This design comes from an exercise in tuning for small area on the open sky130 flow, not from production work.
Only simulation tests tie the RTL to the original design; equivalence was not proved.
The flow treats the clock pin as an ideal source, which a real chip does not have.

<file path="flow/design.v">
module fir (
    input  wire       clk,
    input  wire       rst_n,
    input  wire [3:0] din,
    output wire [3:0] dout
);
reg [3:0] sr0;
reg [3:0] sr1;
reg [3:0] sr2;
reg [3:0] sr3;
reg [3:0] sr4;
reg [3:0] sr5;
reg [3:0] sr6;
reg [3:0] sr7;
reg [3:0] sr8;
reg [3:0] sr9;
reg [3:0] sr10;
reg [3:0] sr11;
reg [3:0] sr12;
reg [3:0] sr13;
reg [3:0] sr14;
reg [3:0] sr15;
reg [3:0] sr16;
reg [3:0] sr17;
reg [3:0] sr18;
reg [3:0] sr19;
reg [3:0] sr20;
reg [3:0] sr21;
reg [3:0] sr22;
reg [3:0] sr23;
reg [3:0] sr24;
reg [3:0] sr25;
reg [3:0] dout_r;
wire [3:0] dout_nx;
always @(posedge clk or negedge rst_n) begin
    if (!rst_n) begin
        sr0 <= 4'b1000;
        sr1 <= 4'b1000;
        sr2 <= 4'b1000;
        sr3 <= 4'b1000;
        sr4 <= 4'b1000;
        sr5 <= 4'b1000;
        sr6 <= 4'b1000;
        sr7 <= 4'b1000;
        sr8 <= 4'b1000;
        sr9 <= 4'b1000;
        sr10 <= 4'b1000;
        sr11 <= 4'b1000;
        sr12 <= 4'b1000;
        sr13 <= 4'b1000;
        sr14 <= 4'b1000;
        sr15 <= 4'b1000;
        sr16 <= 4'b1000;
        sr17 <= 4'b1000;
        sr18 <= 4'b1000;
        sr19 <= 4'b1000;
        sr20 <= 4'b1000;
        sr21 <= 4'b1000;
        sr22 <= 4'b1000;
        sr23 <= 4'b1000;
        sr24 <= 4'b1000;
        sr25 <= 4'b1000;
        dout_r <= 4'b1000;
    end else begin
        sr0 <= din;
        sr1 <= sr0;
        sr2 <= sr1;
        sr3 <= sr2;
        sr4 <= sr3;
        sr5 <= sr4;
        sr6 <= sr5;
        sr7 <= sr6;
        sr8 <= sr7;
        sr9 <= sr8;
        sr10 <= sr9;
        sr11 <= sr10;
        sr12 <= sr11;
        sr13 <= sr12;
        sr14 <= sr13;
        sr15 <= sr14;
        sr16 <= sr15;
        sr17 <= sr16;
        sr18 <= sr17;
        sr19 <= sr18;
        sr20 <= sr19;
        sr21 <= sr20;
        sr22 <= sr21;
        sr23 <= sr22;
        sr24 <= sr23;
        sr25 <= sr24;
        dout_r <= dout_nx;
    end
end
wire c10, c100, c102, c104, c106, c108, c110, c112, c114, c117, c119, c12;
wire c121, c123, c125, c127, c129, c131, c133, c135, c137, c139, c14, c141;
wire c143, c145, c148, c150, c152, c154, c156, c158, c16, c160, c162, c164;
wire c166, c168, c170, c172, c174, c176, c178, c18, c180, c183, c185, c187;
wire c189, c191, c193, c195, c197, c199, c2, c20, c201, c203, c205, c207;
wire c209, c211, c213, c216, c218, c22, c220, c222, c224, c226, c228, c230;
wire c232, c234, c236, c238, c24, c240, c242, c245, c247, c249, c251, c253;
wire c255, c257, c259, c26, c261, c263, c267, c269, c271, c273, c275, c277;
wire c279, c28, c281, c283, c287, c289, c291, c293, c297, c299, c30, c303;
wire c306, c308, c310, c312, c314, c316, c318, c32, c320, c322, c324, c326;
wire c328, c34, c36, c38, c4, c40, c42, c44, c46, c48, c50, c52;
wire c54, c56, c58, c6, c60, c62, c64, c66, c68, c70, c72, c74;
wire c76, c78, c8, c80, c83, c85, c87, c89, c91, c94, c96, c98;
wire n115, n146, n181, n214, n243, n264, n265, n284, n285, n294, n295, n300;
wire n301, n304, n81, n92, s1, s101, s103, s105, s107, s109, s11, s111;
wire s113, s116, s118, s120, s122, s124, s126, s128, s13, s130, s132, s134;
wire s136, s138, s140, s142, s144, s147, s149, s15, s151, s153, s155, s157;
wire s159, s161, s163, s165, s167, s169, s17, s171, s173, s175, s177, s179;
wire s182, s184, s186, s188, s19, s190, s192, s194, s196, s198, s200, s202;
wire s204, s206, s208, s21, s210, s212, s215, s217, s219, s221, s223, s225;
wire s227, s229, s23, s231, s233, s235, s237, s239, s241, s244, s246, s248;
wire s25, s250, s252, s254, s256, s258, s260, s262, s266, s268, s27, s270;
wire s272, s274, s276, s278, s280, s282, s286, s288, s29, s290, s292, s296;
wire s298, s3, s302, s31, s321, s323, s325, s327, s33, s35, s37, s39;
wire s41, s43, s45, s47, s49, s5, s51, s53, s55, s57, s59, s61;
wire s63, s65, s67, s69, s7, s71, s73, s75, s77, s79, s82, s84;
wire s86, s88, s9, s90, s93, s95, s97, s99;
ha us1 (.a(sr0[0]), .b(sr24[0]), .s(s1), .co(c2));
fa us3 (.a(sr0[1]), .b(sr24[1]), .c(c2), .s(s3), .co(c4));
fa us5 (.a(sr0[2]), .b(sr24[2]), .c(c4), .s(s5), .co(c6));
fa us7 (.a(sr0[3]), .b(sr24[3]), .c(c6), .s(s7), .co(c8));
ha us9 (.a(sr2[0]), .b(sr22[0]), .s(s9), .co(c10));
fa us11 (.a(sr2[1]), .b(sr22[1]), .c(c10), .s(s11), .co(c12));
fa us13 (.a(sr2[2]), .b(sr22[2]), .c(c12), .s(s13), .co(c14));
fa us15 (.a(sr2[3]), .b(sr22[3]), .c(c14), .s(s15), .co(c16));
ha us17 (.a(sr6[0]), .b(sr18[0]), .s(s17), .co(c18));
fa us19 (.a(sr6[1]), .b(sr18[1]), .c(c18), .s(s19), .co(c20));
fa us21 (.a(sr6[2]), .b(sr18[2]), .c(c20), .s(s21), .co(c22));
fa us23 (.a(sr6[3]), .b(sr18[3]), .c(c22), .s(s23), .co(c24));
ha us25 (.a(sr7[0]), .b(sr17[0]), .s(s25), .co(c26));
fa us27 (.a(sr7[1]), .b(sr17[1]), .c(c26), .s(s27), .co(c28));
fa us29 (.a(sr7[2]), .b(sr17[2]), .c(c28), .s(s29), .co(c30));
fa us31 (.a(sr7[3]), .b(sr17[3]), .c(c30), .s(s31), .co(c32));
ha us33 (.a(sr9[0]), .b(sr15[0]), .s(s33), .co(c34));
fa us35 (.a(sr9[1]), .b(sr15[1]), .c(c34), .s(s35), .co(c36));
fa us37 (.a(sr9[2]), .b(sr15[2]), .c(c36), .s(s37), .co(c38));
fa us39 (.a(sr9[3]), .b(sr15[3]), .c(c38), .s(s39), .co(c40));
ha us41 (.a(sr10[0]), .b(sr14[0]), .s(s41), .co(c42));
fa us43 (.a(sr10[1]), .b(sr14[1]), .c(c42), .s(s43), .co(c44));
fa us45 (.a(sr10[2]), .b(sr14[2]), .c(c44), .s(s45), .co(c46));
fa us47 (.a(sr10[3]), .b(sr14[3]), .c(c46), .s(s47), .co(c48));
ha us49 (.a(sr11[0]), .b(sr13[0]), .s(s49), .co(c50));
fa us51 (.a(sr11[1]), .b(sr13[1]), .c(c50), .s(s51), .co(c52));
fa us53 (.a(sr11[2]), .b(sr13[2]), .c(c52), .s(s53), .co(c54));
fa us55 (.a(sr11[3]), .b(sr13[3]), .c(c54), .s(s55), .co(c56));
ha us57 (.a(sr8[0]), .b(sr16[0]), .s(s57), .co(c58));
fa us59 (.a(sr8[1]), .b(sr16[1]), .c(c58), .s(s59), .co(c60));
fa us61 (.a(sr8[2]), .b(sr16[2]), .c(c60), .s(s61), .co(c62));
fa us63 (.a(sr8[3]), .b(sr16[3]), .c(c62), .s(s63), .co(c64));
ha us65 (.a(sr12[0]), .b(s57), .s(s65), .co(c66));
fa us67 (.a(sr12[1]), .b(c66), .c(s59), .s(s67), .co(c68));
fa us69 (.a(sr12[2]), .b(s61), .c(c68), .s(s69), .co(c70));
fa us71 (.a(sr12[3]), .b(s63), .c(c70), .s(s71), .co(c72));
ha us73 (.a(c64), .b(c72), .s(s73), .co(c74));
fa us75 (.a(sr25[0]), .b(s17), .c(s49), .s(s75), .co(c76));
fa us77 (.a(s57), .b(s75), .c(din[0]), .s(s77), .co(c78));
fa us79 (.a(sr3[0]), .b(sr21[0]), .c(s33), .s(s79), .co(c80));
assign n81 = ~s79;
fa us82 (.a(sr25[1]), .b(s9), .c(s19), .s(s82), .co(c83));
fa us84 (.a(s51), .b(s59), .c(c76), .s(s84), .co(c85));
fa us86 (.a(s82), .b(s84), .c(din[1]), .s(s86), .co(c87));
fa us88 (.a(sr3[1]), .b(sr21[1]), .c(s25), .s(s88), .co(c89));
fa us90 (.a(s35), .b(c80), .c(s88), .s(s90), .co(c91));
assign n92 = ~s90;
fa us93 (.a(n92), .b(c78), .c(s86), .s(s93), .co(c94));
fa us95 (.a(sr25[2]), .b(sr5[0]), .c(sr19[0]), .s(s95), .co(c96));
fa us97 (.a(s9), .b(s95), .c(s11), .s(s97), .co(c98));
fa us99 (.a(s21), .b(s53), .c(s61), .s(s99), .co(c100));
fa us101 (.a(c83), .b(c85), .c(s97), .s(s101), .co(c102));
fa us103 (.a(s99), .b(din[2]), .c(s101), .s(s103), .co(c104));
fa us105 (.a(c87), .b(s103), .c(c94), .s(s105), .co(c106));
fa us107 (.a(sr3[2]), .b(sr21[2]), .c(s1), .s(s107), .co(c108));
fa us109 (.a(s41), .b(s65), .c(s27), .s(s109), .co(c110));
fa us111 (.a(c89), .b(s107), .c(s37), .s(s111), .co(c112));
fa us113 (.a(s109), .b(c91), .c(s111), .s(s113), .co(c114));
assign n115 = ~s113;
fa us116 (.a(sr25[3]), .b(sr5[1]), .c(sr19[1]), .s(s116), .co(c117));
fa us118 (.a(s17), .b(s33), .c(c96), .s(s118), .co(c119));
fa us120 (.a(s116), .b(s11), .c(s118), .s(s120), .co(c121));
fa us122 (.a(s13), .b(c98), .c(s120), .s(s122), .co(c123));
fa us124 (.a(s23), .b(s55), .c(s63), .s(s124), .co(c125));
fa us126 (.a(c100), .b(c102), .c(din[3]), .s(s126), .co(c127));
fa us128 (.a(s122), .b(s124), .c(c104), .s(s128), .co(c129));
fa us130 (.a(s126), .b(s128), .c(c106), .s(s130), .co(c131));
fa us132 (.a(sr3[3]), .b(sr21[3]), .c(sr4[0]), .s(s132), .co(c133));
fa us134 (.a(sr20[0]), .b(s25), .c(s132), .s(s134), .co(c135));
fa us136 (.a(s65), .b(s3), .c(s43), .s(s136), .co(c137));
fa us138 (.a(c108), .b(s134), .c(s29), .s(s138), .co(c139));
fa us140 (.a(c110), .b(s67), .c(s136), .s(s140), .co(c141));
fa us142 (.a(s39), .b(c112), .c(s138), .s(s142), .co(c143));
fa us144 (.a(s140), .b(c114), .c(s142), .s(s144), .co(c145));
assign n146 = ~s144;
fa us147 (.a(sr5[2]), .b(sr19[2]), .c(s33), .s(s147), .co(c148));
fa us149 (.a(s41), .b(c117), .c(s19), .s(s149), .co(c150));
fa us151 (.a(s35), .b(s147), .c(c119), .s(s151), .co(c152));
fa us153 (.a(s13), .b(s149), .c(c121), .s(s153), .co(c154));
fa us155 (.a(s151), .b(c24), .c(c56), .s(s155), .co(c156));
fa us157 (.a(c64), .b(s15), .c(c123), .s(s157), .co(c158));
fa us159 (.a(s153), .b(c125), .c(s155), .s(s159), .co(c160));
fa us161 (.a(c127), .b(s157), .c(s159), .s(s161), .co(c162));
fa us163 (.a(c129), .b(s161), .c(c131), .s(s163), .co(c164));
fa us165 (.a(sr4[1]), .b(sr20[1]), .c(s49), .s(s165), .co(c166));
fa us167 (.a(c133), .b(s27), .c(s165), .s(s167), .co(c168));
fa us169 (.a(c135), .b(s5), .c(s45), .s(s169), .co(c170));
fa us171 (.a(c137), .b(s67), .c(s167), .s(s171), .co(c172));
fa us173 (.a(c40), .b(s31), .c(c139), .s(s173), .co(c174));
fa us175 (.a(s69), .b(c141), .c(s169), .s(s175), .co(c176));
fa us177 (.a(s171), .b(c143), .c(s173), .s(s177), .co(c178));
fa us179 (.a(s175), .b(c145), .c(s177), .s(s179), .co(c180));
assign n181 = ~s179;
fa us182 (.a(sr5[3]), .b(sr19[3]), .c(s35), .s(s182), .co(c183));
fa us184 (.a(s43), .b(c148), .c(s21), .s(s184), .co(c185));
fa us186 (.a(s37), .b(c150), .c(s182), .s(s186), .co(c187));
fa us188 (.a(c152), .b(c16), .c(s15), .s(s188), .co(c189));
fa us190 (.a(s184), .b(s186), .c(c154), .s(s190), .co(c191));
fa us192 (.a(c156), .b(s188), .c(c158), .s(s192), .co(c193));
fa us194 (.a(s190), .b(c160), .c(s192), .s(s194), .co(c195));
fa us196 (.a(c162), .b(s194), .c(c164), .s(s196), .co(c197));
fa us198 (.a(sr4[2]), .b(sr20[2]), .c(s51), .s(s198), .co(c199));
fa us200 (.a(c166), .b(s29), .c(s198), .s(s200), .co(c201));
fa us202 (.a(c168), .b(c32), .c(s7), .s(s202), .co(c203));
fa us204 (.a(s47), .b(c170), .c(s69), .s(s204), .co(c205));
fa us206 (.a(s200), .b(c172), .c(c174), .s(s206), .co(c207));
fa us208 (.a(s71), .b(c176), .c(s202), .s(s208), .co(c209));
fa us210 (.a(s204), .b(c178), .c(s206), .s(s210), .co(c211));
fa us212 (.a(s208), .b(c180), .c(s210), .s(s212), .co(c213));
assign n214 = ~s212;
fa us215 (.a(s37), .b(s45), .c(c183), .s(s215), .co(c216));
fa us217 (.a(c16), .b(s23), .c(s39), .s(s217), .co(c218));
fa us219 (.a(c185), .b(c187), .c(s215), .s(s219), .co(c220));
fa us221 (.a(c189), .b(s217), .c(s219), .s(s221), .co(c222));
fa us223 (.a(c191), .b(s221), .c(c193), .s(s223), .co(c224));
fa us225 (.a(c195), .b(s223), .c(c197), .s(s225), .co(c226));
fa us227 (.a(sr4[3]), .b(sr20[3]), .c(s49), .s(s227), .co(c228));
fa us229 (.a(s227), .b(s53), .c(c199), .s(s229), .co(c230));
fa us231 (.a(c8), .b(c48), .c(s31), .s(s231), .co(c232));
fa us233 (.a(c201), .b(s229), .c(c203), .s(s233), .co(c234));
fa us235 (.a(s71), .b(c205), .c(s231), .s(s235), .co(c236));
fa us237 (.a(s73), .b(c207), .c(c209), .s(s237), .co(c238));
fa us239 (.a(s233), .b(s235), .c(c211), .s(s239), .co(c240));
fa us241 (.a(s237), .b(c213), .c(s239), .s(s241), .co(c242));
assign n243 = ~s241;
fa us244 (.a(c24), .b(c40), .c(s39), .s(s244), .co(c245));
fa us246 (.a(s47), .b(c216), .c(c218), .s(s246), .co(c247));
fa us248 (.a(c220), .b(s244), .c(s246), .s(s248), .co(c249));
fa us250 (.a(c222), .b(s248), .c(c224), .s(s250), .co(c251));
fa us252 (.a(sr12[0]), .b(s51), .c(c228), .s(s252), .co(c253));
fa us254 (.a(s252), .b(c32), .c(s55), .s(s254), .co(c255));
fa us256 (.a(c230), .b(c232), .c(s254), .s(s256), .co(c257));
fa us258 (.a(c74), .b(s73), .c(c234), .s(s258), .co(c259));
fa us260 (.a(c236), .b(s256), .c(c238), .s(s260), .co(c261));
fa us262 (.a(s258), .b(c240), .c(s260), .s(s262), .co(c263));
assign n264 = ~c242;
assign n265 = ~s262;
fa us266 (.a(s250), .b(n264), .c(n265), .s(s266), .co(c267));
assign s268 = ~(s266 ^ c226);
assign c269 = s266 | c226;
fa us270 (.a(c40), .b(c48), .c(c245), .s(s270), .co(c271));
fa us272 (.a(c247), .b(s270), .c(c249), .s(s272), .co(c273));
fa us274 (.a(s272), .b(c251), .c(c267), .s(s274), .co(c275));
fa us276 (.a(sr12[1]), .b(s53), .c(c253), .s(s276), .co(c277));
fa us278 (.a(c56), .b(s276), .c(c255), .s(s278), .co(c279));
fa us280 (.a(c74), .b(c257), .c(s278), .s(s280), .co(c281));
fa us282 (.a(c259), .b(s280), .c(c261), .s(s282), .co(c283));
assign n284 = ~c263;
assign n285 = ~s282;
fa us286 (.a(n284), .b(n285), .c(s274), .s(s286), .co(c287));
fa us288 (.a(c271), .b(c273), .c(c275), .s(s288), .co(c289));
fa us290 (.a(sr12[2]), .b(s55), .c(c277), .s(s290), .co(c291));
fa us292 (.a(s290), .b(c279), .c(c281), .s(s292), .co(c293));
assign n294 = ~c283;
assign n295 = ~s292;
fa us296 (.a(n295), .b(n294), .c(c287), .s(s296), .co(c297));
fa us298 (.a(sr12[3]), .b(c56), .c(c291), .s(s298), .co(c299));
assign n300 = ~c293;
assign n301 = ~s298;
fa us302 (.a(n301), .b(n300), .c(c289), .s(s302), .co(c303));
assign n304 = ~c299;
assign c306 = n81 & s77;
assign c308 = c306 & s93;
assign c310 = (n115 & c308) | (n115 & s105) | (c308 & s105);
assign c312 = (n146 & s130) | (n146 & c310) | (s130 & c310);
assign c314 = (n181 & s163) | (n181 & c312) | (s163 & c312);
assign c316 = (n214 & s196) | (n214 & c314) | (s196 & c314);
assign c318 = (n243 & s225) | (n243 & c316) | (s225 & c316);
assign c320 = s268 & c318;
fa us321 (.a(c269), .b(s286), .c(c320), .s(s321), .co(c322));
fa us323 (.a(s288), .b(s296), .c(c322), .s(s323), .co(c324));
fa us325 (.a(c297), .b(s302), .c(c324), .s(s325), .co(c326));
fa us327 (.a(n304), .b(c303), .c(c326), .s(s327), .co(c328));
wire [4:0] q = {~c328, ~s327, ~s325, ~s323, ~s321};
assign dout_nx = {q[4], ({3{q[4]}} & {3{q[3]}}) | ({3{q[4]}} & q[2:0]) | ({3{q[3]}} & q[2:0])};
assign dout = dout_r;
endmodule
module fa (input wire a, input wire b, input wire c, output wire s, output wire co);
assign s = a ^ b ^ c;
assign co = (a & b) | (a & c) | (b & c);
endmodule
module ha (input wire a, input wire b, output wire s, output wire co);
assign s = a ^ b;
assign co = a & b;
endmodule
</file>
<file path="flow/flow/run.sh">
#!/bin/bash
# Own layout flow: the standard ORFS flow (standard.sh, including its synthesis) with
#  - the smallest buffer on the data ports (every port still gets its buffer),
#  - one buf_6 as the reset input buffer (set before repair_design, so no reset buffer tree),
#  - a small hand-built clock tree (pre_cts.tcl) and no CTS dummy loads.
# Each make step's full log stays under orfs/logs/; make's own output goes to standard_flow.log.
set -euo pipefail
bash standard.sh \
  BUFFER_PORTS_ARGS="-buffer_cell sky130_fd_sc_hd__buf_1" \
  PRE_RESIZE_TCL="$PWD/flow/pre_resize.tcl" \
  PRE_CTS_TCL="$PWD/flow/pre_cts.tcl" \
  CTS_ARGS="-sink_clustering_enable -repair_clock_nets -buf_list sky130_fd_sc_hd__clkbuf_16 -dont_use_dummy_load" \
  finish > standard_flow.log 2>&1
</file>
<file path="flow/flow/pre_cts.tcl">
set CAPS {32 32 32 12}
set CELLS {sky130_fd_sc_hd__clkbuf_16 sky130_fd_sc_hd__clkbuf_16 sky130_fd_sc_hd__clkbuf_16 sky130_fd_sc_hd__clkbuf_8}
set NC [llength $CAPS]
set block [ord::get_db_block]
set pts {}
foreach pin [get_pins -of_objects [get_nets clk]] {
  if {[get_property $pin direction] ne "input"} { continue }
  set inst [[sta::sta_to_db_pin $pin] getInst]
  set bb [$inst getBBox]
  lappend pts [list [expr {([$bb xMin] + [$bb xMax]) / 2.0}] [expr {([$bb yMin] + [$bb yMax]) / 2.0}] $pin]
}
puts "manual_cts: [llength $pts] clock sinks"
# k-means, seeded along x
set xs [lsort -real [lmap p $pts {lindex $p 0}]]
set ys [lmap p $pts {lindex $p 1}]
set ymid [expr {([tcl::mathfunc::min {*}$ys] + [tcl::mathfunc::max {*}$ys]) / 2.0}]
set cen {}
for {set i 0} {$i < $NC} {incr i} {
  lappend cen [list [lindex $xs [expr {int(($i + 0.5) * [llength $xs] / $NC)}]] $ymid]
}
# k-means where group i takes at most [lindex $CAPS $i] sinks
for {set it 0} {$it < 50} {incr it} {
  set pairs {}
  for {set j 0} {$j < [llength $pts]} {incr j} {
    set p [lindex $pts $j]
    for {set i 0} {$i < $NC} {incr i} {
      set c [lindex $cen $i]
      lappend pairs [list [expr {abs([lindex $p 0] - [lindex $c 0]) + abs([lindex $p 1] - [lindex $c 1])}] $j $i]
    }
  }
  set pairs [lsort -real -index 0 $pairs]
  set asg [lrepeat [llength $pts] -1]
  set cnt [lrepeat $NC 0]
  foreach pr $pairs {
    lassign $pr d j i
    if {[lindex $asg $j] >= 0 || [lindex $cnt $i] >= [lindex $CAPS $i]} { continue }
    lset asg $j $i
    lset cnt $i [expr {[lindex $cnt $i] + 1}]
  }
  set grp {}
  for {set i 0} {$i < $NC} {incr i} { lappend grp {} }
  for {set j 0} {$j < [llength $pts]} {incr j} {
    set i [lindex $asg $j]
    lset grp $i [concat [lindex $grp $i] [list [lindex $pts $j]]]
  }
  set cen {}
  foreach g $grp {
    set sx 0; set sy 0
    foreach p $g { set sx [expr {$sx + [lindex $p 0]}]; set sy [expr {$sy + [lindex $p 1]}] }
    set n [expr {max(1, [llength $g])}]
    lappend cen [list [expr {$sx / $n}] [expr {$sy / $n}]]
  }
}
set dbu [$block getDbUnitsPerMicron]
for {set i 0} {$i < $NC} {incr i} {
  set g [lindex $grp $i]
  set c [lindex $cen $i]
  set pins [lmap p $g {lindex $p 2}]
  puts "manual_cts: group $i: [llength $pins] sinks at [expr {[lindex $c 0] / $dbu}] [expr {[lindex $c 1] / $dbu}]"
  insert_buffer -buffer_cell [lindex $CELLS $i] -net clk -load_pins $pins \
    -location [list [expr {[lindex $c 0] / $dbu}] [expr {[lindex $c 1] / $dbu}]] \
    -buffer_name manual_clkbuf_$i -net_name manual_clknet_$i
}
</file>
<file path="flow/flow/pre_resize.tcl">
# Drive the reset net from its (strong) input buffer alone, instead of a weak
# input buffer followed by a tree of repair buffers.
set block [ord::get_db_block]
set master [[ord::get_db] findMaster sky130_fd_sc_hd__buf_6]
set net [$block findNet rst_n]
foreach iterm [$net getITerms] {
  set inst [$iterm getInst]
  if {[string match "sky130_fd_sc_hd__buf_*" [[$inst getMaster] getName]]} {
    puts "pre_resize: [$inst getName] -> sky130_fd_sc_hd__buf_6"
    $inst swapMaster $master
  }
}
</file>
<file path="flow/standard.sh">
#!/bin/bash
# synth_recipe.tcl (not shown) runs the flow's synth.tcl, then flattens the netlist and writes it again
# the make line also repeats each setting of config.mk as NAME=value (left out here)
make -C /OpenROAD-flow-scripts/flow DESIGN_CONFIG=/design/flow/config.mk WORK_HOME=/design/flow/orfs CLKGATE_MAP_FILE= SYNTH_SCRIPT=/design/flow/synth_recipe.tcl "${@:-finish}"
</file>
<file path="flow/config.mk">
export PLATFORM = sky130hd
export DESIGN_NAME = fir
export DESIGN_NICKNAME = fir
export VERILOG_FILES = /design/flow/design.v
export SDC_FILE = /design/flow/constraint.sdc
export NUM_CORES = 4
export LEC_CHECK = 0
export CAP_MARGIN = 0
export CORE_MARGIN = 2
export CORE_UTILIZATION = 65
export GPL_TIMING_DRIVEN = 0
export SLEW_MARGIN = 0
export SYNTH_HIERARCHICAL = 1
export SYNTH_MINIMUM_KEEP_SIZE = 0
</file>
<file path="flow/constraint.sdc">
create_clock -name core_clock -period 10.0 [get_ports {clk}]
set_input_delay 2.0000 -clock core_clock [delete_from_list [all_inputs] [get_ports {clk}]]
set_output_delay 2.0000 -clock core_clock [all_outputs]
set_load 0.01 [all_outputs]
</file>
==> results.py, run 1 <==
metrics = {
    "placed_design": {
        "place_ws_ns": 2.05,
        "port-buffer-count": 9,
        "place_hpwl_mm": 8.21,
        "gp_congestion": 0.880,
    },
    "detailed_routing": {
        "drt_first_iter_violations": 73,
        "wl_per_cell_um": 23.4,
        "final_antenna_net_count": 0,
        "drc": 0,
        "vias": 2306,
        "firstDrtPassIters": 5,
        "wl_mm": 9.77,
        "viasPerCell": 5.52,
    },
    "clock_network": {
        "tritoncts": "built",
        "cts_resized": 0,
        "cts_buffers": 3,
        "hold_buffers": 0,
        "clk_pin_slew_ns": 0.12,
        "post_cts_buffers": 0,
        "worstSkewPairLatency_ns": 0.35,
    },
    "yosys": {
        "yosysTopAreaCellShare_pct": 47.3,
        "synth_seq_cells": 108,
        "synth_fp_nets": 448,
        "yosysSeqAreaShare_pct": 47.2,
        "post_synth.cell_area_avg_um2": 19.7,
        "syn_inst": 294,
        "synthTopCellsByArea": "fa_1 47%, dfrtp_1 35%, dfstp_2 12%, ha_1 2.4%, inv_1 1.3%",
        "ys_types": 15,
        "yosysTopAreaCell": "fa_1",
        "ys.warnings.count": 7,
        "syn_area_mm2": 0.00580,
    },
    "floorplanning": {
        "core-area_mm2": 0.00868,
        "die_h_um": 98.4,
        "num_rows": 34,
        "dieArea_mm2": 0.00969,
        "initial_core_util_pct": 66.8,
        "die_w_um": 98.4,
        "ios": 10,
    },
    "layout": {
        "num-nets-final": 466,
        "n_antenna_cell": 0,
        "drive_gt1_share_pct": 11.9,
        "area_growth_syn_to_layout_pct": 5.87,
        "post-route-util_pct": 70.7,
    },
    "sta": {
        "tns_ns": 0,
        "finalSetupViolations": 0,
        "slew_headroom_pct": 37.7,
        "period_minus_slack_ns": 7.89,
        "hold_viol": 0,
        "post-route-period-util_pct": 78.9,
        "max_freq_mhz": 127,
        "fin_skew_ns": 0.183,
        "setup_slack_ns": 2.11,
        "drv_slew": 0,
        "tightestPinTransition_ns": 0.934,
        "rsz0062_at_grt": "no",
    },
    "min_path": {
        "holdPathStages": 0,
        "hold_end": "sr24[3]",
        "min_from": "sr23[3]",
        "hold_class": "reg -> reg",
    },
    "setup_path": {
        "crit_path_end_kind": "flip-flop",
        "r2r-end": "dout_r[2]",
        "cp.arrival_ns": 7.96,
        "critical_path_class": "reg -> reg",
        "r2r_cells": 20,
        "cp_max_fo": 6,
        "startpoint_type": "flip-flop",
        "timing.rr.start": "sr8[0]",
        "reg2reg_slack_ns": 2.11,
        "cp.required_ns": 10.07,
    },
    "global_route": {
        "overflow": 0,
        "grt_pass1_wl_mm": 16.3,
        "grt_max_degree": 109,
        "global_route.usage.total_pct": 23.3,
        "grt_pass1_vias": 2925,
        "antenna_found_initial": 0,
    },
    "flow_run": {
        "timing.max_cap.violations": 0,
    },
    "run_status": {
        "status": "timing/DRC/antenna clean",
    },
}
## cell usage in the layout, fill, tap and decap left out, drive strengths merged
cell	synthesis	routed
dfstp	27	27
ha	11	11
o221a	1	1
o21ai	4	4
buf	0	9
a22oi	2	2
nand2	6	6
a32oi	1	1
clkbuf	0	7
dfrtp	81	81
inv	21	21
nor3	1	1
o22ai	2	2
fa	137	137
## cell usage after synthesis
| master | instances |
|---|---|
| o21ai_0 | 3 |
| a22oi_1 | 2 |
| fa_1 | 137 |
| dfrtp_1 | 81 |
| inv_2 | 1 |
| nor3_1 | 1 |
| o221a_1 | 1 |
| ha_1 | 11 |
| inv_1 | 20 |
| nand2_1 | 6 |
| a32oi_1 | 1 |
| o22ai_2 | 1 |
| dfstp_2 | 27 |
| o21ai_1 | 1 |
| o22ai_1 | 1 |
## per-stage QoR
| stage | std cells | area, um^2 | hold slack (ns) |
|---|---|---|---|
| finish | 418 | 6140 | 0.225 |
| global route | 418 | 6140 | 0.240 |
| CTS | 418 | 6140 | 0.226 |
| detailed placement | 411 | 5970 | 0.336 |
| global placement | 411 | 5970 | 0.333 |
| floorplan | 294 | 5800 | 0.331 |
## layout make-up, without the clock buffers
| class | count | area [um^2] |
|---|---|---|
| multi-input cells | 165 | 2980 |
| flip-flops and latches | 108 | 2740 |
| fillers | 572 | 2540 |
| well taps | 108 | 135 |
| inverters | 21 | 78.8 |
| repair buffers | 9 | 41.3 |
## layer usage
metal  track usage, %  vias to the layer above  wire [um]
met3             4.26                       14        431
li1                 -                      934          -
met2             37.4                       34       4970
met4             5.16                        0        244
met1             35.3                     1324       4120
met5                0                        -          0
## Yosys stat by module, one instance, submodules excluded
module,cells,area (um^2),flops+latches
fir,147,2930,108
fa,1,20.0,0
ha,1,12.5,0
## critical path, stage by stage, from the launching register on
cell	delay [ns]
dfrtp_1	0.40
ha_1	0.21
fa_1	0.60
fa_1	0.52
fa_1	0.47
fa_1	0.43
fa_1	0.42
fa_1	0.39
fa_1	0.45
fa_1	0.50
inv_1	0.05
fa_1	0.37
fa_1	0.52
fa_1	0.44
fa_1	0.41
fa_1	0.39
fa_1	0.39
fa_1	0.60
nand2_1	0.08
nand2_1	0.07
o21ai_0	0.07
## logic make-up (layout without fill, tap and decap cells)
logic type	after synthesis	in the layout	synth area share, %
fa+ha+maj	148	148	49.7
buf+inv	21	37	1.36
compound gates	10	10	1.27
flops	108	108	47.2
simple gates	7	7	0.475
## how the worst max path moves through the flow
stage | end | slack [ns] | cells past startpoint | from
detailed placement | dout_r[1] | 2.05 | 20 | sr8[0]
global route | dout_r[0] | 1.79 | 20 | sr8[0]
floorplan | dout_r[0] | 2.51 | 20 | sr8[0]
global placement | dout_r[0] | 2.11 | 20 | sr8[0]
CTS | dout_r[1] | 2.06 | 20 | sr8[0]
finish | dout_r[2] | 2.11 | 20 | sr8[0]
==> run 2: changes to the inputs <==
--- a/flow/flow/run.sh
+++ b/flow/flow/run.sh
@@ -9,5 +9,5 @@
   BUFFER_PORTS_ARGS="-buffer_cell sky130_fd_sc_hd__buf_1" \
   PRE_RESIZE_TCL="$PWD/flow/pre_resize.tcl" \
   PRE_CTS_TCL="$PWD/flow/pre_cts.tcl" \
-  CTS_ARGS="-sink_clustering_enable -repair_clock_nets -buf_list sky130_fd_sc_hd__clkbuf_16 -dont_use_dummy_load" \
+  CTS_ARGS="-sink_clustering_enable -repair_clock_nets -buf_list {sky130_fd_sc_hd__clkbuf_8 sky130_fd_sc_hd__clkbuf_16} -dont_use_dummy_load" \
   finish > standard_flow.log 2>&1
==> run 2 against run 1 <==
Hold slack better by 0.11 ns. Register-to-register slack about the same. Maximum frequency up 0.18%. Worst setup slack better by 0.014 ns. Core utilization down 0.87 points. Critical path type unchanged. Critical endpoint unchanged.
==> results.py, run 2 <==
metrics = {
    "run_status": {
        "status": "timing/DRC/antenna clean",
    },
    "sta": {
        "hold_viol": 0,
        "finalSetupViolations": 0,
        "slew_headroom_pct": 37.7,
        "tns_ns": 0,
        "max_freq_mhz": 127,
        "post-route-period-util_pct": 78.7,
        "fin_skew_ns": 0.0450,
        "tightestPinTransition_ns": 0.934,
        "drv_slew": 0,
        "hold_ws_ns": 0.331,
        "period_minus_slack_ns": 7.87,
        "rsz0062_at_grt": "no",
    },
    "floorplanning": {
        "ios": 10,
        "dieArea_mm2": 0.00969,
        "die_w_um": 98.4,
        "die_h_um": 98.4,
        "initial_core_util_pct": 66.8,
        "core-area_mm2": 0.00868,
        "num_rows": 34,
    },
    "layout": {
        "final_common_cell": "fa_1",
        "multiInputGateArea_mm2": 0.00298,
        "num-nets-final": 463,
        "drive_gt1_share_pct": 11.1,
        "register_area_mm2": 0.00274,
        "final.fill_count": 580,
        "n_antenna_cell": 0,
        "final_cell_mix": "137 x fa_1, 81 x dfrtp_1, 27 x dfstp_2",
        "area_growth_syn_to_layout_pct": 4.58,
    },
    "global_route": {
        "grt_max_degree": 109,
        "grt_pass1_vias": 2897,
        "overflow": 0,
        "global_route.usage.total_pct": 23.0,
        "met2_usage_pct": 37.3,
        "grt_util_met1_pct": 34.9,
        "grt_pass1_wl_mm": 16.2,
        "grt-busiest-layer": "met2",
        "antenna_found_initial": 0,
        "gr-usage-met3_pct": 3.90,
    },
    "yosys": {
        "synthMostInstantiatedCell": "fa_1",
        "synth_fp_nets": 448,
        "ys_types": 15,
        "post_synth.cell_area_avg_um2": 19.7,
        "synthTopCellsByArea": "fa_1 47%, dfrtp_1 35%, dfstp_2 12%, ha_1 2.4%, inv_1 1.3%",
        "async_flop_share_pct": 100,
        "syn_area_mm2": 0.00580,
        "ys.warnings.count": 7,
        "synth_common_cells": "137 x fa_1, 81 x dfrtp_1, 27 x dfstp_2",
        "yosysSeqAreaShare_pct": 47.2,
        "synth_edf_count": 0,
        "synth_seq_cells": 108,
        "yosysTopAreaCell": "fa_1",
        "syn_inst": 294,
        "yosysTopAreaCellShare_pct": 47.3,
        "synthFlopType": "dfrtp_1",
    },
    "setup_path": {
        "reg2reg_slack_ns": 2.13,
        "startpoint_type": "flip-flop",
        "cp_max_fo": 6,
        "cp.arrival_ns": 7.95,
        "critical_path_class": "reg -> reg",
        "crit_path_end_kind": "flip-flop",
        "cp.required_ns": 10.07,
    },
    "clock_network": {
        "clk_pin_slew_ns": 0.12,
        "hold_buffers": 0,
        "worstSkewPairLatency_ns": 0.18,
        "cts_resized": 0,
        "post_cts_buffers": 0,
    },
    "detailed_routing": {
        "wl_mm": 9.76,
        "viasPerCell": 5.53,
        "wl_per_cell_um": 23.5,
        "firstDrtPassIters": 5,
        "final_antenna_net_count": 0,
        "vias": 2293,
        "drc": 0,
        "drt_first_iter_violations": 86,
    },
    "placed_design": {
        "port-buffer-count": 9,
        "place_hpwl_mm": 8.21,
        "gp_congestion": 0.880,
    },
    "min_path": {
        "hold_class": "reg -> reg",
    },
    "flow_run": {
        "timing.max_cap.violations": 0,
    },
}
==> run 2: cell type report, without the clock buffers <==
type	count	share of cell area [%]
Timing Repair Buffer	9	0.681
Multi-Input combinational cell	165	49.2
Sequential cell	108	45.1
Inverter	21	1.30
Tap cell	108	2.23
==> run 2: metrics by stage <==
step	cell area (um^2)	setup WS, ns	util (%)	std cells
2_1_floorplan	5800	2.51	-	294
4_1_cts	6060	2.05	69.9	415
5_1_grt	6060	1.79	69.9	415
3_3_place_gp	5970	2.11	68.7	411
3_5_place_dp	5970	2.05	68.8	411
6_report	6060	2.13	69.9	415
==> run 2: worst paths after layout <==
path / endpoint / cells past startpoint / from
min in group asynchronous: sr21[2] / 1 / rst_n
setup reg to reg: dout_r[2] / 20 / sr8[0]
hold / removal: sr1[3] / 0 / sr0[3]
hold reg to reg: sr1[3] / 0 / sr0[3]
max in group asynchronous: sr12[2] / 1 / rst_n
setup / recovery: dout_r[2] / 20 / sr8[0]
==> run 2: critical path, cell delays in order (launching register included) <==
cell and delay (ns):
dfrtp_1 0.40, ha_1 0.21, fa_1 0.59, fa_1 0.52
fa_1 0.47, fa_1 0.43, fa_1 0.42, fa_1 0.39
fa_1 0.45, fa_1 0.50, inv_1 0.05, fa_1 0.37
fa_1 0.52, fa_1 0.44, fa_1 0.41, fa_1 0.39
fa_1 0.39, fa_1 0.60, nand2_1 0.08, nand2_1 0.07
o21ai_0 0.07
==> run 2: cell families after synthesis <==
| kind of cell | after synthesis | synth area share [%] |
|---|---|---|
| AO/OA/AOI/OAI | 10 | 1.27 |
| adder cells (fa/ha/maj) | 148 | 49.7 |
| buffers and inverters | 21 | 1.36 |
| flip-flops | 108 | 47.2 |
| AND/OR/NAND/NOR | 7 | 0.475 |
==> run 2: Yosys stat by module, one instance, submodules excluded <==
module / flops+latches / cell area [um^2] / cells / times used
fir: 108 / 2930 / 147 / 1
fa: 0 / 20.0 / 1 / 137
ha: 0 / 12.5 / 1 / 10
==> run 2: per-layer routing <==
| layer | up-vias | wire (um) | part of all wire (%) |
|---|---|---|---|
| met3 | 14 | 434 | 4.4 |
| met2 | 39 | 4930 | 51 |
| li1 | 927 | - | - |
| met1 | 1313 | 4140 | 42 |
| met5 | - | 0 | 0 |
| met4 | 0 | 249 | 2.6 |

## re-timing with driven ports
No port has a modelled driver above. Below, the same layouts with a new extraction and two added sets of constraints.
Step 1 assumes that a clkbuf_16 drives the clock port and a buf_2 every other input.
Step 2, shift: input delay + t, output delay - t, t = (earliest + latest rising clock arrival at the registers) / 2. This alone moves slack from input paths to output paths.
a / b / c = ideal ports / drivers / drivers and shift; a / b = the first two.
| run | t, ns | setup WS [ns] | worst setup path at the end | worst slew at a driven data input, ns |
|---|---|---|---|---|
| run 1 | 0.332 | 2.113 / 2.113 / 2.113 | register to register | 0.04 |
| run 2 | 0.235 | 2.128 / 2.128 / 2.128 | register to register | 0.04 |
After both steps setup and hold are still met in every run listed.
